Background: an optimization exercise with open tools, aiming at small area. Do not read the settings as production practice.
The RTL was checked by simulation tests, not by an equivalence proof against the original design.
The clock input has no modelled driver; a real chip could not lean on it and would need a root buffer or a full tree.
Power figures rest on the tool's default switching activity, not on a simulated workload.

== job 6769 ==
==> flow/design.v (excerpt) <==
module top(
    input clkin,     
    input rst_n,     
    input power,     
    input reset,     
    input [3:0] col,
    output beep,     
    output [11:0] led,
    output [7:0] seg,
    output [5:0] dig,
    output [3:0] row
    );
Size in the first run: ~32 flip-flops, ~39 I/O pins, roughly 2300 um^2 of cells after synthesis.
Settings: LEC_CHECK=0, ABC_AREA=1, CAP_MARGIN=20, CORE_MARGIN=2, CORE_UTILIZATION=40, CTS_BUF_LIST=sky130_fd_sc_hd__clkbuf_4, SLEW_MARGIN=20; clock period 15.0 ns.
run.sh (not shown) runs the stock make flow with config.mk's settings and CLKGATE_MAP_FILE= SYNTH_SCRIPT=/design/flow/synth_recipe.tcl, a recipe that flattens the netlist after the stock synthesis.
Job 6769: all stages complete, timing, DRC and antenna checks passed
The inputs of job 5848 differ from those of job 6769 as listed below.
# job 6769
export LEC_CHECK = 0
export ABC_AREA = 1
export CAP_MARGIN = 20
export CORE_MARGIN = 2
export CORE_UTILIZATION = 40
export CTS_BUF_LIST = sky130_fd_sc_hd__clkbuf_4
export SLEW_MARGIN = 20
create_clock -name core_clock -period 15.0 [get_ports {clkin}]
# job 5848
export LEC_CHECK = 0
export ABC_AREA = 1
export CAP_MARGIN = 20
export CORE_MARGIN = 2
export CORE_UTILIZATION = 40
export CTS_BUF_LIST = sky130_fd_sc_hd__clkbuf_4 sky130_fd_sc_hd__clkbuf_8
export SLEW_MARGIN = 20
create_clock -name core_clock -period 15.0 [get_ports {clkin}]
--- outcome ---
Job 5848 was carried through to the last stage, and its layout satisfied the timing, design-rule and antenna checks. Max freq job 6769 -> job 5848: improved. Comparing job 5848 against job 6769, there is no change at all in flip-flop and latch count. The run showing the smaller post-synthesis to final-layout area growth is job 6769. Compared with job 6769, job 5848 improves worst setup slack. ~same first-pass GRT wire length in job 5848 and job 6769. Est. power | job 5848 vs job 6769 | job 5848 higher. Taking job 6769 as the reference point, the clock transition at the register clock pins on the worst setup and hold paths after CTS of job 5848 falls by 0.04 ns. On detailed-route via count, job 6769 tracks job 5848 almost exactly. Job 6769 -> job 5848: number of vias per cell after detailed routing flat.

========
## run A
Another version of the RTL of top (not shown whole).
Size in the first run: roughly 280 cells after synthesis, ~39 I/O pins, about 0.0018 sq mm of cells after synthesis.
// top
module top(
    input clkin,     
    input rst_n,     
    input power,     
    input reset,     
    input [3:0] col,
    output beep,     
    output [11:0] led,
    output [7:0] seg,
    output [5:0] dig,
    output [3:0] row
    );
    assign row = 4'b1110;
    wire       a9;
    wire [7:0] g;
    s_div tb0(.clkin(clkin), .rst_n(rst_n), .a9(a9), .g(g));
    wire step   = a9 & (g == 8'd98);     
    wire samp1  = a9 & (g == 8'd18);     
    wire samp2  = a9 & (g == 8'd58);
    wire [3:0] key;
    ajxd kb(.clkin(clkin), .btn_in(col), .first(samp1), .second(samp2), .btn_out(key));
    wire [3:0] k = ~key;     
    reg [1:0] t;
    reg [3:0] o;
    reg       dir;
    reg       h;
    reg [3:0] lr;            
    reg       rs;            
    wire id  = (t == 2'd0) & (o == 4'd0);    
    wire t3  = t[1] & t[0];
    wire ar  = t3 & ~h;                      
    wire idm = t3 & h;                       
    wire mv  = ~id & ~t3;                    
    wire fl1 = (id & ~h) | (ar & dir);       
    wire fl2 = (id & h) | (ar & ~dir);       
    wire o9  = o[3] & o[0];
  ...
==> flow/config.mk <==
export PLATFORM = sky130hd
export DESIGN_NAME = top
export DESIGN_NICKNAME = top
export VERILOG_FILES = /design/flow/design.v
export SDC_FILE = /design/flow/constraint.sdc
export NUM_CORES = 4
export LEC_CHECK = 0
export ABC_AREA = 1
export CAP_MARGIN = 20
export CORE_MARGIN = 2
export CORE_UTILIZATION = 40
export CTS_BUF_LIST = sky130_fd_sc_hd__clkbuf_4 sky130_fd_sc_hd__clkbuf_8
export SLEW_MARGIN = 20
==> flow/constraint.sdc <==
create_clock -name core_clock -period 15.0 [get_ports {clkin}]
set_input_delay 3.0000 -clock core_clock [delete_from_list [all_inputs] [get_ports {clkin}]]
set_output_delay 3.0000 -clock core_clock [all_outputs]
set_load 0.01 [all_outputs]
standard.sh (not shown) runs the stock make flow with config.mk's settings and CLKGATE_MAP_FILE= SYNTH_SCRIPT=/design/flow/synth_recipe.tcl, a recipe that flattens the netlist after the stock synthesis.
==> flow/flow/run.sh <==
#!/bin/bash
# Own layout flow: the standard synthesis, then the combinational cells of
# its netlist mapped again by ABC for area (every flip-flop instance is kept,
# with its name and cell type), then the standard layout with the port
# buffers made of sky130_fd_sc_hd__buf_1. Each tool's output goes to a log file
# in the work folder.
set -euo pipefail
W=$PWD
F=$W/flow
R=$W/orfs/results/$FLOW_PLATFORM/top/base
LIB=$FLOW_HOME/platforms/$FLOW_PLATFORM/lib/sky130_fd_sc_hd__tt_025C_1v80.lib

# 1. standard synthesis
bash standard.sh synth > $W/flow_synth.log 2>&1

# 2. map the combinational logic again
cp $R/1_2_yosys.v $W/std_synth.v
python3 $F/cellmodels.py $LIB $W/std_synth.v $W/cell_models.v > $W/cellmodels.log 2>&1
DONT_USE=$(python3 - "$LIB" <<'PY'
import re, sys
names = re.findall(r'\n\s*cell\s*\(\s*"?(\w+)"?\s*\)', open(sys.argv[1]).read())
print(' '.join('-dont_use ' + n for n in names
               if re.search(r'lpflow|probe|ebuf|einv|dlygate|dlymetal|clkdlybuf', n)))
PY
)
printf 'set_driving_cell sky130_fd_sc_hd__buf_1\nset_load 5\n' > $W/abc.constr
cat > $W/remap.ys <<YS
read_verilog $W/cell_models.v
read_verilog $W/std_synth.v
hierarchy -top $FLOW_TOP
proc
flatten
techmap
opt -fast -purge
abc -script $F/remap.abc -liberty $LIB $DONT_USE -constr $W/abc.constr -D 15000
opt_clean -purge
hilomap -hicell sky130_fd_sc_hd__conb_1 HI -locell sky130_fd_sc_hd__conb_1 LO
splitnets
opt_clean -purge
insbuf -buf sky130_fd_sc_hd__buf_1 A X
opt_clean -purge
rename -hide w:*.*
write_verilog -noattr -noexpr -nohex -nodec $W/remapped.v
YS
yosys -l $W/remap.log -q -s $W/remap.ys > /dev/null 2>&1
cp $W/remapped.v $R/1_2_yosys.v
rm -f $R/1_synth.odb

# 3. standard layout, small port buffers
export BUFFER_PORTS_ARGS="-buffer_cell sky130_fd_sc_hd__buf_1"
bash standard.sh finish > $W/flow_layout.log 2>&1
Other scripts of this flow, unchanged in this note and not shown: flow/flow/cellmodels.py, flow/flow/remap.abc
The following lists how run B was set up differently from run A:
Settings: swapping sky130_fd_sc_hd__clkbuf_4 sky130_fd_sc_hd__clkbuf_8 for sky130_fd_sc_hd__clkbuf_4 in CTS_BUF_LIST; swapping 40 for 60 in CORE_UTILIZATION.
## What came out
Comparing global-route usage for run B and run A, the bigger number came from run B. Against run A, HPWL reported at the end of detailed placement in run B fell by a little under 10%. Going from run A to run B, proportion of cell area occupied by multi-input gates higher; final critical-path setup slack lost 0.13 ns. The worst setup path startpoint comes out t[1] in one run and t[0] in the other, namely in run B and run A respectively.
Changes in run C relative to run B:
Settings: CORE_UTILIZATION: 60 -> 40.
--- a/flow/flow/run.sh
+++ b/flow/flow/run.sh
@@ -37 +37,2 @@
-hilomap -hicell sky130_fd_sc_hd__conb_1 HI -locell sky130_fd_sc_hd__conb_1 LO
+hilomap -singleton -hicell sky130_fd_sc_hd__conb_1 HI -locell sky130_fd_sc_hd__conb_1 LO
+insbuf -buf sky130_fd_sc_hd__buf_1 A X
@@ -40,3 +40,0 @@
-insbuf -buf sky130_fd_sc_hd__buf_1 A X
-opt_clean -purge
-rename -hide w:*.*
--- outcome ---
- Sort run B and run C by post-detailed-route via-to-cell ratio, descending, and run B comes first.
- Share of the final layout cell area in sequential cells: higher on run B
- Comparing run B and run C, the lower post-detailed-placement cell area is on run B.
- The number of ordinary and repair buffers in the finished layout of run C and that of run B are within noise of each other.
- In run C the die outline width turned out 12 um higher than in run B.

========
Another version of the RTL of top (not shown whole).
For scale: ~1600 um^2 of cells after synthesis.
Settings: LEC_CHECK=0, ABC_AREA=1, CAP_MARGIN=20, CORE_AREA=2 2 62 62, CTS_BUF_LIST=sky130_fd_sc_hd__clkbuf_4, DIE_AREA=0 0 64 64, SLEW_MARGIN=20; clock period 15.0 ns.
==> flow/flow/run.sh <==
#!/bin/bash
# Own layout flow: the standard synthesis, then the combinational cells of
# its netlist mapped again by ABC for area (every flip-flop instance is kept,
# with its name and cell type), tie cells paired, then the standard layout
# with the port buffers made of sky130_fd_sc_hd__buf_1 and a clock tree without
# dummy loads. Each tool's output goes to a log file in the work folder.
set -euo pipefail
W=$PWD
F=$W/flow
R=$W/orfs/results/$FLOW_PLATFORM/top/base
LIB=$FLOW_HOME/platforms/$FLOW_PLATFORM/lib/sky130_fd_sc_hd__tt_025C_1v80.lib

# 1. standard synthesis
bash standard.sh synth > $W/flow_synth.log 2>&1

# 2. map the combinational logic again
cp $R/1_2_yosys.v $W/std_synth.v
python3 $F/cellmodels.py $LIB $W/std_synth.v $W/cell_models.v > $W/cellmodels.log 2>&1
DONT_USE=$(python3 - "$LIB" <<'PY'
import re, sys
names = re.findall(r'\n\s*cell\s*\(\s*"?(\w+)"?\s*\)', open(sys.argv[1]).read())
print(' '.join('-dont_use ' + n for n in names
               if re.search(r'lpflow|probe|ebuf|einv|dlygate|dlymetal|clkdlybuf', n)))
PY
)
printf 'set_driving_cell sky130_fd_sc_hd__buf_1\nset_load 5\n' > $W/abc.constr
cat > $W/remap.ys <<YS
read_verilog $W/cell_models.v
read_verilog $W/std_synth.v
hierarchy -top $FLOW_TOP
proc
flatten
techmap
opt -fast -purge
abc -script $F/remap.abc -liberty $LIB $DONT_USE -constr $W/abc.constr -D 15000
opt_clean -purge
hilomap -hicell sky130_fd_sc_hd__conb_1 HI -locell sky130_fd_sc_hd__conb_1 LO
splitnets
opt_clean -purge
insbuf -buf sky130_fd_sc_hd__buf_1 A X
opt_clean -purge
rename -hide w:*.*
write_verilog -noattr -noexpr -nohex -nodec $W/remapped.v
YS
yosys -l $W/remap.log -q -s $W/remap.ys > /dev/null 2>&1
python3 $F/pairties.py $W/remapped.v $R/1_2_yosys.v > $W/pairties.log 2>&1
rm -f $R/1_synth.odb

# 3. standard layout, small port buffers, each tie cell kept where it is (it
# drives one port from each output), no dummy clock loads in the clock tree
export BUFFER_PORTS_ARGS="-buffer_cell sky130_fd_sc_hd__buf_1"
export SKIP_REPAIR_TIE_FANOUT=1
export CTS_ARGS="-sink_clustering_enable -repair_clock_nets -dont_use_dummy_load -buf_list sky130_fd_sc_hd__clkbuf_4"
bash standard.sh finish > $W/flow_layout.log 2>&1
==> flow/flow/remap.abc <==
strash
&get -n
&deepsyn -T 60
&put
dch -f
map -a
mfs
strash
dch -f
amap
topo
Other scripts of this flow, unchanged in this note and not shown: flow/flow/cellmodels.py, flow/flow/pairties.py
Change:
--- a/flow/flow/run.sh
+++ b/flow/flow/run.sh
@@ -4,3 +4,5 @@
-# with its name and cell type), tie cells paired, then the standard layout
-# with the port buffers made of sky130_fd_sc_hd__buf_1 and a clock tree without
-# dummy loads. Each tool's output goes to a log file in the work folder.
+# with its name and cell type; four ABC runs with different seeds, the
+# smallest result is kept), the constant outputs tied to one tie cell, then
+# the standard layout with the port buffers made of sky130_fd_sc_hd__buf_1
+# and a clock tree without dummy loads. Each tool's output goes to a log file
+# in the work folder.
@@ -27 +29,3 @@
-cat > $W/remap.ys <<YS
+for S in 0 1 2 3; do
+  sed "s/@SEED@/$S/" $F/remap.abc > $W/remap_$S.abc
+  cat > $W/remap_$S.ys <<YS
@@ -35 +39 @@
-abc -script $F/remap.abc -liberty $LIB $DONT_USE -constr $W/abc.constr -D 15000
+abc -script $W/remap_$S.abc -liberty $LIB $DONT_USE -constr $W/abc.constr -D 15000
@@ -37 +41 @@
-hilomap -hicell sky130_fd_sc_hd__conb_1 HI -locell sky130_fd_sc_hd__conb_1 LO
+hilomap -singleton -hicell sky130_fd_sc_hd__conb_1 HI -locell sky130_fd_sc_hd__conb_1 LO
@@ -40,2 +43,0 @@
-insbuf -buf sky130_fd_sc_hd__buf_1 A X
-opt_clean -purge
@@ -43 +45 @@
-write_verilog -noattr -noexpr -nohex -nodec $W/remapped.v
+write_verilog -noattr -noexpr -nohex -nodec $W/remapped_$S.v
@@ -45 +47,4 @@
-yosys -l $W/remap.log -q -s $W/remap.ys > /dev/null 2>&1
+  yosys -l $W/remap_$S.log -q -s $W/remap_$S.ys > /dev/null 2>&1 &
+done
+wait
+python3 $F/pick.py $LIB $W/remapped.v $W/remapped_0.v $W/remapped_1.v $W/remapped_2.v $W/remapped_3.v > $W/pick.log 2>&1
@@ -49,2 +54,2 @@
-# 3. standard layout, small port buffers, each tie cell kept where it is (it
-# drives one port from each output), no dummy clock loads in the clock tree
+# 3. standard layout, small port buffers, the tie cell kept as it is, no dummy
+# loads in the clock tree
==> flow/flow/pick.py (new file) <==
#!/usr/bin/env python3
"""Copy the netlist with the smallest standard-cell area to OUT.
usage: pick.py LIB OUT NETLIST..."""
import re, shutil, sys
lib, out, nets = sys.argv[1], sys.argv[2], sys.argv[3:]
area = {}
for c in re.split(r'\n\s*cell\s*\(', open(lib).read())[1:]:
    a = re.search(r'\barea\s*:\s*([\d.]+)', c)
    if a:
        area[re.match(r'\s*"?(\w+)"?', c).group(1)] = float(a.group(1))
best = None
for n in nets:
    try:
        cells = re.findall(r'^\s*(sky130_fd_sc_hd__\w+)\s', open(n).read(), re.M)
    except OSError:
        continue
    if not cells:
        continue
    total = sum(area[c] for c in cells)
    print(n, round(total, 2))
    if best is None or total < best[0]:
        best = (total, n)
print('kept', best[1])
shutil.copy(best[1], out)
==> flow/flow/remap.abc (replaced) <==
strash
&get -n
&deepsyn -T 60 -S @SEED@
&put
dch -f
map -a
mfs
strash
dch -f
amap
topo
Clock-buffer cell count does not change.
Cell area fell by 0.83%.
Sequential share of layout area rose by 0.32 points.
Area after synthesis fell by 1.9%.
Change:
--- a/flow/flow/run.sh
+++ b/flow/flow/run.sh
@@ -7 +7 @@
-# and a clock tree without dummy loads. Each tool's output goes to a log file
+# and the clock driven by two clock buffers. Each tool's output goes to a log file
@@ -54,2 +54,3 @@
-# 3. standard layout, small port buffers, the tie cell kept as it is, no dummy
-# loads in the clock tree
+# 3. standard layout, small port buffers, the tie cell kept as it is, and the
+# clock distributed by two clock buffers placed by hand (flow/clock.tcl) in
+# place of the CTS tree
@@ -58 +59,4 @@
-export CTS_ARGS="-sink_clustering_enable -repair_clock_nets -dont_use_dummy_load -buf_list sky130_fd_sc_hd__clkbuf_4"
+export PRE_CTS_TCL=$F/clock.tcl
+export CLOCK_PORT_NAME=$(sed -n 's/.*create_clock.*get_ports {\([^}]*\)}.*/\1/p' $FLOW_SDC | head -1)
+export CLOCK_BUFFER_CELL=sky130_fd_sc_hd__clkbuf_8
+export CLOCK_GROUPS=2
==> flow/flow/clock.tcl (new file) <==
# Clock distribution by hand, sourced before the CTS step (PRE_CTS_TCL): the
# flip-flops are split into CLOCK_GROUPS groups by position, each driven by one
# clock buffer at the group's centre; the clock port drives only those buffers.
# The CTS step's own tree building is then skipped; the rest of the step
# (placement legalization, timing repair) runs as usual.
set block [ord::get_db_block]
set port_net [$block findNet [get_name [get_ports $::env(CLOCK_PORT_NAME)]]]
set master [[ord::get_db] findMaster $::env(CLOCK_BUFFER_CELL)]
set ngroups $::env(CLOCK_GROUPS)
set sinks {}
foreach it [$port_net getITerms] {
  set box [[$it getInst] getBBox]
  lappend sinks [list $it [expr { ([$box xMin] + [$box xMax]) / 2 }] [expr { ([$box yMin] + [$box yMax]) / 2 }]]
}
# split by x, then each group in order
set sinks [lsort -integer -index 1 $sinks]
set n [llength $sinks]
for { set g 0 } { $g < $ngroups } { incr g } {
  set lo [expr { $g * $n / $ngroups }]
  set hi [expr { ($g + 1) * $n / $ngroups - 1 }]
  set buf [odb::dbInst_create $block $master clkbuf_${g}_clkin]
  set net [odb::dbNet_create $block clknet_${g}_clkin]
  $net setSigType CLOCK
  set sx 0
  set sy 0
  foreach s [lrange $sinks $lo $hi] {
    set it [lindex $s 0]
    $it disconnect
    $it connect $net
    set sx [expr { $sx + [lindex $s 1] }]
    set sy [expr { $sy + [lindex $s 2] }]
  }
  set k [expr { $hi - $lo + 1 }]
  [$buf findITerm A] connect $port_net
  [$buf findITerm X] connect $net
  $buf setLocation [expr { $sx / $k }] [expr { $sy / $k }]
  $buf setPlacementStatus PLACED
  puts "clock: buffer $g drives $k clock pins"
}
global_connect
proc clock_tree_synthesis { args } {
  set_propagated_clock [all_clocks]
}
- The changed run completed without violations
- cell count falls slightly
- via count drops by a few percent
- fmax is higher by about a fifth
- final area fell slightly
- total power came out lower by a few percent
- first-iteration DRC count grows by a quarter to a third
- wire length falls by a few percent
The clock cells of the third run of this note come from the design's own scripts or RTL, not from TritonCTS.

-- port drivers added, routing unchanged --
How much do the figures lean on ideal ports? The routed layouts below were timed once more, with nothing changed but the port constraints.
Step 1: set_driving_cell puts a clkbuf_16 on clkin and a buf_2 on each other input, an assumption about the parent block.
Step 2 adds t to the input delays and takes it off the output delays; t is the mean of the earliest and latest rising clock arrival at the registers after step 1. Input paths then give back, and output paths get back, about the clock's delay inside the block.
a / b / c = ideal / step 1 / step 2; a / b = the first two.
run	t, ns	setup WS [ns]	worst data-port slew with drivers (ns)
job 6769	0.348	9.117 / 9.093 / 9.441	0.04
job 5848	0.300	9.186 / 9.160 / 9.460	0.04
run A	0.311	8.880 / 8.855 / 9.166	0.03
run B	0.355	8.748 / 8.726 / 9.081	0.03
run C	0.364	8.730 / 8.707 / 9.071	0.03
the first run of note 3	0.352	8.769 / 8.743 / 9.095	0.03
the second run of note 3	0.341	8.763 / 8.740 / 9.080	0.03
the third run of note 3	0.188	9.649 / 9.615 / 9.803	0.03
After both steps setup and hold are still met in every run listed.
